From an optimization exercise on the open Yosys and OpenROAD flow, aimed at small area and a short achievable clock period; shortcuts taken in it are not production practice.
Function was not checked in any run shown here: the RTL went through the layout flow alone.
Power is estimated from default activity; no workload was simulated.

### run.sh
#!/bin/bash
# synth_recipe.tcl (not shown) runs the flow's synth.tcl, then flattens the netlist and writes it again
# the make line also repeats each setting of config.mk as NAME=value (left out here)
make -C /OpenROAD-flow-scripts/flow DESIGN_CONFIG=/design/flow/config.mk WORK_HOME=/design/flow/orfs CLKGATE_MAP_FILE= SYNTH_SCRIPT=/design/flow/synth_recipe.tcl finish
### config.mk
export PLATFORM = sky130hd
export DESIGN_NAME = router_top
export DESIGN_NICKNAME = router_top
export VERILOG_FILES = /design/flow/design.v
export SDC_FILE = /design/flow/constraint.sdc
export NUM_CORES = 4
export LEC_CHECK = 0
export CAP_MARGIN = 20
export CORE_MARGIN = 2
export CORE_UTILIZATION = 40
export SETUP_SLACK_MARGIN = 3.0
export SLEW_MARGIN = 20
### constraint.sdc
create_clock -name core_clock -period 5.0 [get_ports {clk}]
set_input_delay 1.0000 -clock core_clock [delete_from_list [all_inputs] [get_ports {clk}]]
set_output_delay 1.0000 -clock core_clock [all_outputs]
set_load 0.01 [all_outputs]
### design.v
module fifo(input clk, rstn, re, we_reg, sel, lfd,
	input [7:0] rdata,
	output vld, full, sft,
	output [7:0] dout);
	reg [134:0] mem;         
	reg [3:0]   idx;         
	reg [3:0]   wptr;        
	reg         nempty, nfull;
	reg [7:0]   data_out;
	reg [5:0]   cnt;         
	reg         cnt_zero;    
	reg [4:0]   tmo;         
	reg         sft_rst;
	reg [8:0] head;
	integer k;
	always @(*) begin
		head = 9'd0;
		for (k = 0; k < 15; k = k + 1)
			head = head | ({9{idx == k}} & mem[9*k +: 9]);
	end
	wire rd_try = re & nempty;
	wire clr = cnt_zero & (|data_out);
	wire rd = rd_try & ~clr & ~sft_rst;
	wire wr = we_reg & sel & ~nfull & ~sft_rst;
	always @(posedge clk)
		if (wr) mem <= {mem[125:0], lfd, rdata};
	always @(posedge clk) begin
		if (~rstn | sft_rst) begin
			idx <= 4'd15;
			wptr <= 4'd0;
			nempty <= 1'b0;
			nfull <= 1'b0;
		end else begin
			if (wr)
				wptr <= wptr + 4'd1;
			if (wr & ~rd) begin
				idx <= idx + 4'd1;
				nempty <= (idx != 4'd14);
				nfull <= (idx == 4'd13) & (wptr != 4'd14);
			end else if (rd & ~wr) begin
				idx <= idx - 4'd1;
				nempty <= (idx != 4'd0);
				nfull <= 1'b0;
			end else if (rd & wr) begin
				nfull <= (idx == 4'd14) & (wptr != 4'd14);
			end
		end
	end
	always @(posedge clk) begin
		if (~rstn | sft_rst)
			data_out <= 8'd0;
		else if (clr)
			data_out <= 8'd0;
		else if (rd_try)
			data_out <= head[7:0];
	end
	always @(posedge clk) begin
		if (~rstn | sft_rst) begin
			cnt <= 6'd0;
			cnt_zero <= 1'b1;
		end else if (rd_try) begin
			if (head[8]) begin
				cnt <= head[7:2];
				cnt_zero <= 1'b0;
			end else if (~cnt_zero) begin
				cnt <= cnt - 6'd1;
				cnt_zero <= (cnt == 6'd0);
			end
		end
	end
	always @(posedge clk) begin
		if (~rstn | ~nempty | re) begin
			tmo <= 5'd1;
			sft_rst <= 1'b0;
		end else if (tmo == 5'd30) begin
			tmo <= 5'd1;
			sft_rst <= 1'b1;
		end else begin
			tmo <= tmo + 5'd1;
			sft_rst <= 1'b0;
		end
	end
	assign vld = nempty;
	assign full = nfull;
	assign sft = sft_rst;
	assign dout = data_out;
endmodule
module router_top(input clk,rstn,re_0,re_1,re_2,pkt_valid,
	      input[7:0]data_in,
	      output vld_out_0,vld_out_1,vld_out_2,err,busy,
	      output[7:0]data_out_0,data_out_1,data_out_2);
reg st_da, st_lfd, st_wte, st_ld, st_ffs, st_lp, st_laf, st_cpe;
reg [1:0] addr_q;       
reg [1:0] dst;          
reg       lfd;          
reg [7:0] rdata;        
reg [7:0] fbyte;        
reg [7:0] par;          
reg       parity_done, low_pkt_valid, err_q;
wire [2:0] sft;
wire [2:0] vld;
wire [2:0] full;
wire fifo_full = (dst == 2'd0) ? full[0] : (dst == 2'd1) ? full[1] : (dst == 2'd2) ? full[2] : 1'b0;
wire we_reg = st_ld | st_lp | st_laf;
wire rst_all = ~rstn | (|sft);
wire hdr_ok = pkt_valid & ~(data_in[1] & data_in[0]);
wire hdr_empty = (data_in[1:0] == 2'd0) ? ~vld[0] : (data_in[1:0] == 2'd1) ? ~vld[1] : ~vld[2];
wire wait_empty = (addr_q == 2'd0) ? ~vld[0] : (addr_q == 2'd1) ? ~vld[1] : (addr_q == 2'd2) ? ~vld[2] : 1'b0;
always @(posedge clk) begin
	if (rst_all) begin
		st_da <= 1'b1; st_lfd <= 1'b0; st_wte <= 1'b0; st_ld <= 1'b0;
		st_ffs <= 1'b0; st_lp <= 1'b0; st_laf <= 1'b0; st_cpe <= 1'b0;
	end else begin
		st_da  <= (st_da & ~hdr_ok) | (st_laf & parity_done) | (st_cpe & ~fifo_full);
		st_lfd <= (st_da & hdr_ok & hdr_empty) | (st_wte & wait_empty);
		st_wte <= (st_da & hdr_ok & ~hdr_empty) | (st_wte & ~wait_empty);
		st_ld  <= st_lfd | (st_ld & ~fifo_full & pkt_valid) | (st_laf & ~parity_done & ~low_pkt_valid);
		st_ffs <= fifo_full & (st_ld | st_ffs | st_cpe);
		st_lp  <= (st_ld & ~fifo_full & ~pkt_valid) | (st_laf & ~parity_done & low_pkt_valid);
		st_laf <= st_ffs & ~fifo_full;
		st_cpe <= st_lp;
	end
end
assign busy = ~(st_da | st_ld);
always @(posedge clk) begin
	if (~rstn) begin
		addr_q <= 2'd0;
		dst <= 2'd0;
		lfd <= 1'b0;
	end else begin
		addr_q <= data_in[1:0];
		if (st_da) dst <= data_in[1:0];
		lfd <= st_lfd;
	end
end
always @(posedge clk) begin
	if (~rstn) begin
		rdata <= 8'd0;
		fbyte <= 8'd0;
		par <= 8'd0;
		parity_done <= 1'b0;
		low_pkt_valid <= 1'b0;
		err_q <= 1'b0;
	end else begin
		if (st_da | (st_ld & ~fifo_full))
			rdata <= data_in;
		else if (st_laf)
			rdata <= fbyte;
		if (fifo_full)
			fbyte <= data_in;
		if (st_da)
			par <= data_in;
		else if (st_ld)
			par <= par ^ data_in;
		if (st_da)
			parity_done <= 1'b0;
		else if ((st_laf & low_pkt_valid & ~parity_done) | (st_ld & ~fifo_full & ~pkt_valid))
			parity_done <= 1'b1;
		if (st_cpe)
			low_pkt_valid <= 1'b0;
		else if (st_ld & ~pkt_valid)
			low_pkt_valid <= 1'b1;
		if (st_cpe)
			err_q <= |par;
	end
end
assign err = err_q;
fifo q0(.clk(clk), .rstn(rstn), .re(re_0), .we_reg(we_reg), .sel(dst == 2'd0), .lfd(lfd),
	.rdata(rdata), .vld(vld[0]), .full(full[0]), .sft(sft[0]), .dout(data_out_0));
fifo q1(.clk(clk), .rstn(rstn), .re(re_1), .we_reg(we_reg), .sel(dst == 2'd1), .lfd(lfd),
	.rdata(rdata), .vld(vld[1]), .full(full[1]), .sft(sft[1]), .dout(data_out_1));
fifo q2(.clk(clk), .rstn(rstn), .re(re_2), .we_reg(we_reg), .sel(dst == 2'd2), .lfd(lfd),
	.rdata(rdata), .vld(vld[2]), .full(full[2]), .sft(sft[2]), .dout(data_out_2));
assign vld_out_0 = vld[0];
assign vld_out_1 = vld[1];
assign vld_out_2 = vld[2];
endmodule
==> flow_metrics.tcl, run 1 <==
set metrics [dict create \
    num_vias 14700 \
    ys.flop_type "edfxtp_1" \
    timing.final.crit_share_pct 45.28 \
    start_util_pct 40.52 \
    yosysUniqueCellTypes 78 \
    ys_seq_elements 538 \
    stdcell_area_um2 27790 \
    synth_edf_count 405 \
    area_delta_synth_final_pct 27.20 \
    cap_violations 0 \
    port_buffers 42 \
    maxSlewViolCount 0 \
    cp_max_fo 5 \
    ys_async_sr_fraction_pct 0 \
    hold_class "register to register" \
    grt_use_total_pct 18.96 \
    holdBufCountCts 0 \
    syn_area_um2 21850 \
    route.final.wire_length_um 55730 \
    gp_congestion 0.7976 \
    io_pins 43 \
    place_area_um2 23070 \
    tightest_slew_ps 816.7 \
    crit_arrival_ps 2750 \
    seq_area_frac_synth_pct 67.85 \
    yosysWarnings 2 \
    root_buffer "clkbuf_16" \
    worstSkewPairLatency_ps 610 \
    dr.pass1.iters 8 \
    power_density_nw_per_um2 369.9 \
    fillers 4414 \
    drc_errors 0 \
    antenna_found_initial 2 \
    critPathLaunchType "register" \
    synth_nets 1676 \
    grt_max_degree 72 \
    overflow 0 \
    initialDrtViolationCount 1386 \
    worstSetupPathType "register to register" \
    hold_violations 0 \
    nets 1851 \
    run_status "no timing/DRC/antenna violations" \
    ant_nets 0 \
    cts_tree "yes" \
    cts_buffers 54 \
    core-area_um2 53920 \
    dp_hpwl_um 27800 \
    layout_min_cycle_time_ps 2264 \
    relSlewSlack_pct 45.49 \
    setup_violations 0 \
    rows 85 \
    die-area_um2 56510 \
    finalPower_w 0.01028 \
    cp_data_required_time_ps 5490 \
    antenna_cells 0 \
    clock_sinks 538 \
    grt_pass1_wl_um 83340 \
    via_per_inst 5.801 \
    die-width_um 237.7 \
    holdWs_ps 444.3 \
    skew_ps 24.09 \
    netlist_instances 1620 \
    grt_pass1_vias 14030 \
    worst_ir_drop_vdd_mv 0.2667 \
    p_leak_nw 9.706 \
    end_kind "register" \
    clk_path_buf_depth 3 \
    path_clk_slew_ps 70 \
    syn_area_per_cell_um2 13.49 \
    drive_gt1_share_pct 29.00 \
    wl_per_cell_um 21.99 \
    die_h_um 237.7 \
    clock.fmax_mhz 441.7 \
    rsz0062_at_grt "true" \
    htreeDepth 2 \
    preCtsSetupSlack_ps 1594 \
    worst_slack_ps 2736 \
]
[cell usage in the layout (no fill, tap or decap), types with 26 or more instances in the layout]
| cell type | count |
|---|---|
| a222oi_1 | 31 |
| nand3_1 | 45 |
| dfxtp_4 | 38 |
| nor2_1 | 81 |
| mux2i_1 | 30 |
| clkbuf_16 | 59 |
| o21ai_0 | 29 |
| a22o_1 | 26 |
| dfxtp_1 | 89 |
| a22oi_1 | 52 |
| buf_4 | 108 |
| edfxtp_1 | 405 |
| nand2_1 | 115 |
| a21oi_1 | 61 |
| buf_6 | 65 |
[Yosys cell counts, drive strengths merged (5+ instances only)]
library cell	n	area (µm²)
nand2b	20	125.1
a21boi	20	150.1
inv	31	116.4
nand4	15	93.84
xnor2	14	122.6
nand3	49	250.2
nor3b	5	37.54
a222oi	31	310.3
and2	8	50.05
buf	68	365.4
o211ai	9	67.56
nand2	121	454.2
a31oi	8	50.05
a32o	6	60.06
edfxtp	405	12160
clkbuf	40	160.1
a2111oi	5	63.82
a211oi	19	147.6
o21ai	57	289.0
mux2i	30	300.3
nor2b	22	137.6
a221oi	25	225.2
nor3	25	125.1
nor4	17	112.6
a22o	27	236.5
xor2	13	113.9
nand3b	16	120.1
dfxtp	133	2663
mux2	17	191.4
or2	5	33.79
a311oi	6	52.55
or3	9	56.30
a22oi	67	503.0
o22ai	9	56.30
ha	42	525.5
and3	11	68.82
a21oi	74	374.1
nor2	92	360.3
o211a	9	90.09
[power breakdown]
part	total (W)	internal (W)	switching, W
sequential	0.00498	0.00488	0.000105
combinational	0.000943	0.000457	0.000486
clock	0.00435	0.00261	0.00175
[timing repair]
item | 4_1_cts | 5_1_grt
endpoints found under the setup margin | 533 | 96
gates resized for setup | 340 | 140
buffers inserted | 109 | 41
pin swaps | 64 | 82
gates cloned | 13 | 2
hold endpoints to repair | 0 | 0
[worst paths after layout]
kind              cells past startpoint  slack, ps          to  startpoint
hold / removal                        0        440  q0.mem[87]  q0.mem[78]
hold reg to reg                       0        440  q0.mem[87]  q0.mem[78]
setup / recovery                      8       2740   q1.cnt[0]   q1.idx[0]
setup reg to reg                      8       2740   q1.cnt[0]   q1.idx[0]
[cell families (layout without fill, tap and decap cells)]
kind of cell               after synthesis  in the layout  share of synthesized area [%]
xor gates and xnor gates                27             27                          1.082
muxes                                   51             51                          2.663
AOI/OAI and AO/OA                      402            402                          13.52
DFF                                    538            538                          67.85
and+or+nand+nor                        421            423                          9.547
buffers and inverters                  139            355                          2.938
adders and majority gates               42             42                          2.405
[area by class of cell]
cell class	instances	area [µm²]	share of cell area [%]
timing repair buffer	225	2459	8.847
multi-input combinational	945	7436	26.76
tap	696	870.8	3.134
clock inverter	28	335.3	1.207
inverter	31	146.4	0.5268
clock buffer	71	1569	5.646
sequential	538	14970	53.88
[per-layer routing]
| layer | global-route usage (%) | share of wire [%] | wire length (µm) |
|---|---|---|---|
| met1 | 27.50 | 45 | 25320 |
| met2 | 28.59 | 45 | 25140 |
| met3 | 3.403 | 6.7 | 3744 |
| met4 | 6.690 | 2.7 | 1523 |
| met5 | 0 | 0 | 0 |
[flip-flops by register name (all words and copies together) (netlist names), 5 cells and up]
| name | count |
|---|---|
| q0.tmo | 5 |
| q1.data_out | 8 |
| par | 8 |
| q2.tmo | 5 |
| q1.mem | 135 |
| q0.cnt | 6 |
| q0.mem | 135 |
| q2.cnt | 6 |
| fbyte | 8 |
| q2.mem | 135 |
| q1.tmo | 5 |
| q2.data_out | 8 |
| q0.data_out | 8 |
| rdata | 8 |
| q1.cnt | 6 |
[through the flow]
step           setup TNS (ps)  instances  util, %
6_report                    0       2534    51.54
4_1_cts                     0       2491    49.96
2_1_floorplan         -144580       1620        -
3_3_place_gp                0       2270    42.78
3_5_place_dp                0       2270    42.78
5_1_grt                     0       2534    51.54
[worst max-delay path, stage by stage (launching register included)]
cell       delay, ps
dfxtp_4          400
inv_6             50
ha_4             180
a222oi_1         370
o211ai_1         170
a2111oi_4        440
buf_6            200
mux2i_1          210
o32ai_2          100
==> run 2, diff against run 1 <==
--- a/config.mk
+++ b/config.mk
@@ -10,3 +10,3 @@
 export CORE_UTILIZATION = 40
-export SETUP_SLACK_MARGIN = 3.0
+export SETUP_SLACK_MARGIN = 2.5
 export SLEW_MARGIN = 20
==> run 2 against run 1 <==
Largest cell class unchanged. Critical path type is now register to primary output. Combinational power fell by 33%. Routed wire length fell by 11%. Global-route usage fell by 1.8 points. Die area did not move. Cell area fell by 8.4%. Maximum frequency fell by 7.9%. Worst setup slack got worse by 190 ps. Hold slack got worse by 9.2 ps. Highest routed layer unchanged. Synthesized cell count did not move.
==> flow_metrics.tcl, run 2 <==
set metrics [dict create \
    timing.final.crit_share_pct 49.16 \
    die-area_um2 56510 \
    holdBufCountCts 0 \
    holdWs_ps 435.1 \
    port_buffers 42 \
    crit_buf_inv 2 \
    grt_pass1_wl_um 76830 \
    synth_top_area_cell "edfxtp_1" \
    layout_common_cells "edfxtp_1, nand2_1, dfxtp_1" \
    num_vias 13850 \
    yosysWarnings 2 \
    seqCellArea_um2 14870 \
    power_density_nw_per_um2 385.0 \
    clock_sinks 538 \
    antenna_found_initial 3 \
    grt_max_degree 136 \
    drive_gt1_share_pct 14.97 \
    hold_violations 0 \
    hold_class "register to register" \
    clk_path_buf_depth 3 \
    final_util_pct 47.21 \
    ys.flop_type "edfxtp_1" \
    die_h_um 237.7 \
    route.final.wire_length_um 49590 \
    path_cells "buf_6 > dlygate4sd2_1" \
    overflow 0 \
    run_status "no timing/DRC/antenna violations" \
    dp.cells 2278 \
    synth_top_family_by_area "compound AO/OA/AOI/OAI gates" \
    final_common_cell "edfxtp_1" \
    initialDrtViolationCount 1408 \
    synth_nets 1676 \
    via_per_inst 5.725 \
    multiInputGateArea_um2 6761 \
    crit_arrival_ps 1460 \
    preCtsSetupSlack_ps 1619 \
    rows 85 \
    synth.most_common_cell "edfxtp_1" \
    io_pins 43 \
    reg_top3 "q0.mem (135), q1.mem (135), q2.mem (135)" \
    synth.area.mux_share_pct 2.663 \
    core-area_um2 53920 \
    p_leak_nw 8.749 \
    yosys-top-cells-count "edfxtp_1, dfxtp_1, nand2_1, nor2_1, a21oi_1" \
    layout_min_cycle_time_ps 2458 \
    syn_area_per_cell_um2 13.49 \
    grt_use_total_pct 17.13 \
    worst_ir_drop_vdd_mv 0.3150 \
    gp_congestion 0.7871 \
    dp_hpwl_um 28530 \
    synth-simple-area-share_pct 9.546 \
    nets 1735 \
    syn_area_um2 21850 \
    cp_max_fo 6 \
    worst_slack_ps 2542 \
    ys_async_sr_fraction_pct 0 \
    netlist_instances 1620 \
    die-width_um 237.7 \
    dr.pass1.iters 6 \
    cp_data_required_time_ps 4000 \
    finalPower_w 0.009802 \
    maxSlewViolCount 0 \
    critPathSlowestCell "dfxtp_1" \
    cts_tree "yes" \
    relSlewSlack_pct 42.63 \
    skew_ps 16.41 \
    seq_area_frac_synth_pct 67.85 \
    yosys.area_share.adder_pct 2.405 \
    synth-xor-area-share_pct 1.082 \
    wl_per_cell_um 20.50 \
    cts_buffers 55 \
    fillers 4662 \
    path_clk_slew_ps 60 \
    clock.fmax_mhz 406.9 \
    cp_top_family "buffers and inverters" \
    root_buffer "clkbuf_16" \
    synth_area_leaders "edfxtp_1, dfxtp_1, ha_1, a22oi_1, nand2_1" \
    rsz0062_at_grt "true" \
    end_kind "primary output" \
    ys_seq_elements 538 \
    antenna_cells 0 \
    htreeDepth 2 \
    synth-compound-area-share_pct 13.52 \
    synth_top_area_share_pct 55.66 \
    tightest_slew_ps 860.5 \
    cap_violations 0 \
    setup_violations 0 \
    ant_nets 0 \
    start_util_pct 40.52 \
    area_delta_synth_final_pct 16.52 \
    worstSetupPathType "register to primary output" \
    yosysUniqueCellTypes 78 \
    grt_pass1_vias 13370 \
    critPathLaunchType "register" \
    synth_edf_count 405 \
    drc_errors 0 \
    max_stage_delay_ps 380 \
    final_cell_count_no_fill 2419 \
    worstSkewPairLatency_ps 610 \
]
==> run 2: timing repair <==
action	CTS	global route
cloned	4	1
setup endpoints to repair	160	161
pin swaps	3	10
gates resized for setup	92	36
buffers inserted	10	25
==> run 2: metal layers <==
metal / part of all wire (%) / vias up / global-route usage, % / wire, µm
li1: - / 6388 / - / -
met1: 47 / 6975 / 25.32 / 23380
met2: 44 / 398 / 25.70 / 21940
met3: 6.2 / 88 / 2.764 / 3088
met4: 2.4 / 0 / 5.641 / 1176
met5: 0 / - / 0 / 0
==> run 2: layout make-up <==
type,count,share of cell area (%)
Clock inverter,25,1.057
Multi-Input combinational cell,945,26.56
Sequential cell,538,58.43
Inverter,31,0.5161
Clock buffer,76,6.095
Timing Repair Buffer,108,3.922
Tap cell,696,3.421
==> run 2: through the flow <==
stage,area [µm²],setup TNS [ps]
final,25460,0
after detailed placement,22930,0
after CTS,25110,0
after global routing,25460,0
after floorplan,21970,-144580
after global placement,22930,0
==> run 2: power by group <==
group | internal, W | switching (W) | leakage, nW
clock network | 0.00247 | 0.00171 | 0.882
registers | 0.00489 | 0.000105 | 4.74
logic | 0.000262 | 0.000373 | 3.12
==> run 2: final timing paths <==
| check | startpoint | cells past startpoint | slack (ps) | to |
|---|---|---|---|---|
| setup / recovery | q2.nempty | 2 | 2540 | vld_out_2 |
| hold / removal | q2.mem[26] | 0 | 440 | q2.mem[35] |
| setup reg to reg | q2.idx[0] | 9 | 2580 | q2.cnt[1] |
| hold reg to reg | q2.mem[26] | 0 | 440 | q2.mem[35] |
==> run 2: kinds of logic after synthesis <==
family | after synthesis
DFF | 538
and+or+nand+nor | 421
AOI/OAI and AO/OA | 402
buffers and inverters | 139
muxes | 51
adders and majority gates | 42
xor gates and xnor gates | 27

-- afterwards: timing with drivers on the ports --
Ports are ideal in the flow. The routed layouts listed here were re-timed in OpenROAD. Step 1 (the two cells are an assumption about what drives the block):
set clk [get_ports {clk}]
set_driving_cell -lib_cell sky130_fd_sc_hd__clkbuf_16 $clk
set_driving_cell -lib_cell sky130_fd_sc_hd__buf_2 [delete_from_list [all_inputs] $clk]
Step 2 times the ports against the registers' clock, not the clock port: input delays grow and output delays shrink by t, the midpoint of the rising clock arrivals with the driver on. a / b / c = no drivers / after step 1 / after step 2; a / b = the first two.
| run | shift t [ns] | setup slack, ns | worst setup path at the end | latest minus earliest clock arrival (ns) | worst register clock-pin slew, ns |
|---|---|---|---|---|---|
| run 1 | 0.655 | 2.736 / 2.736 / 2.322 | input to register | 0.028 / 0.027 | 0.07 / 0.07 |
| run 2 | 0.655 | 2.542 / 2.486 / 1.992 | input to register | 0.017 / 0.017 | 0.06 / 0.06 |
After both steps every run listed still meets setup and hold. The setup slack of run 2, which loses most, moves by -0.056 ns with the drivers and by -0.550 ns with both steps.
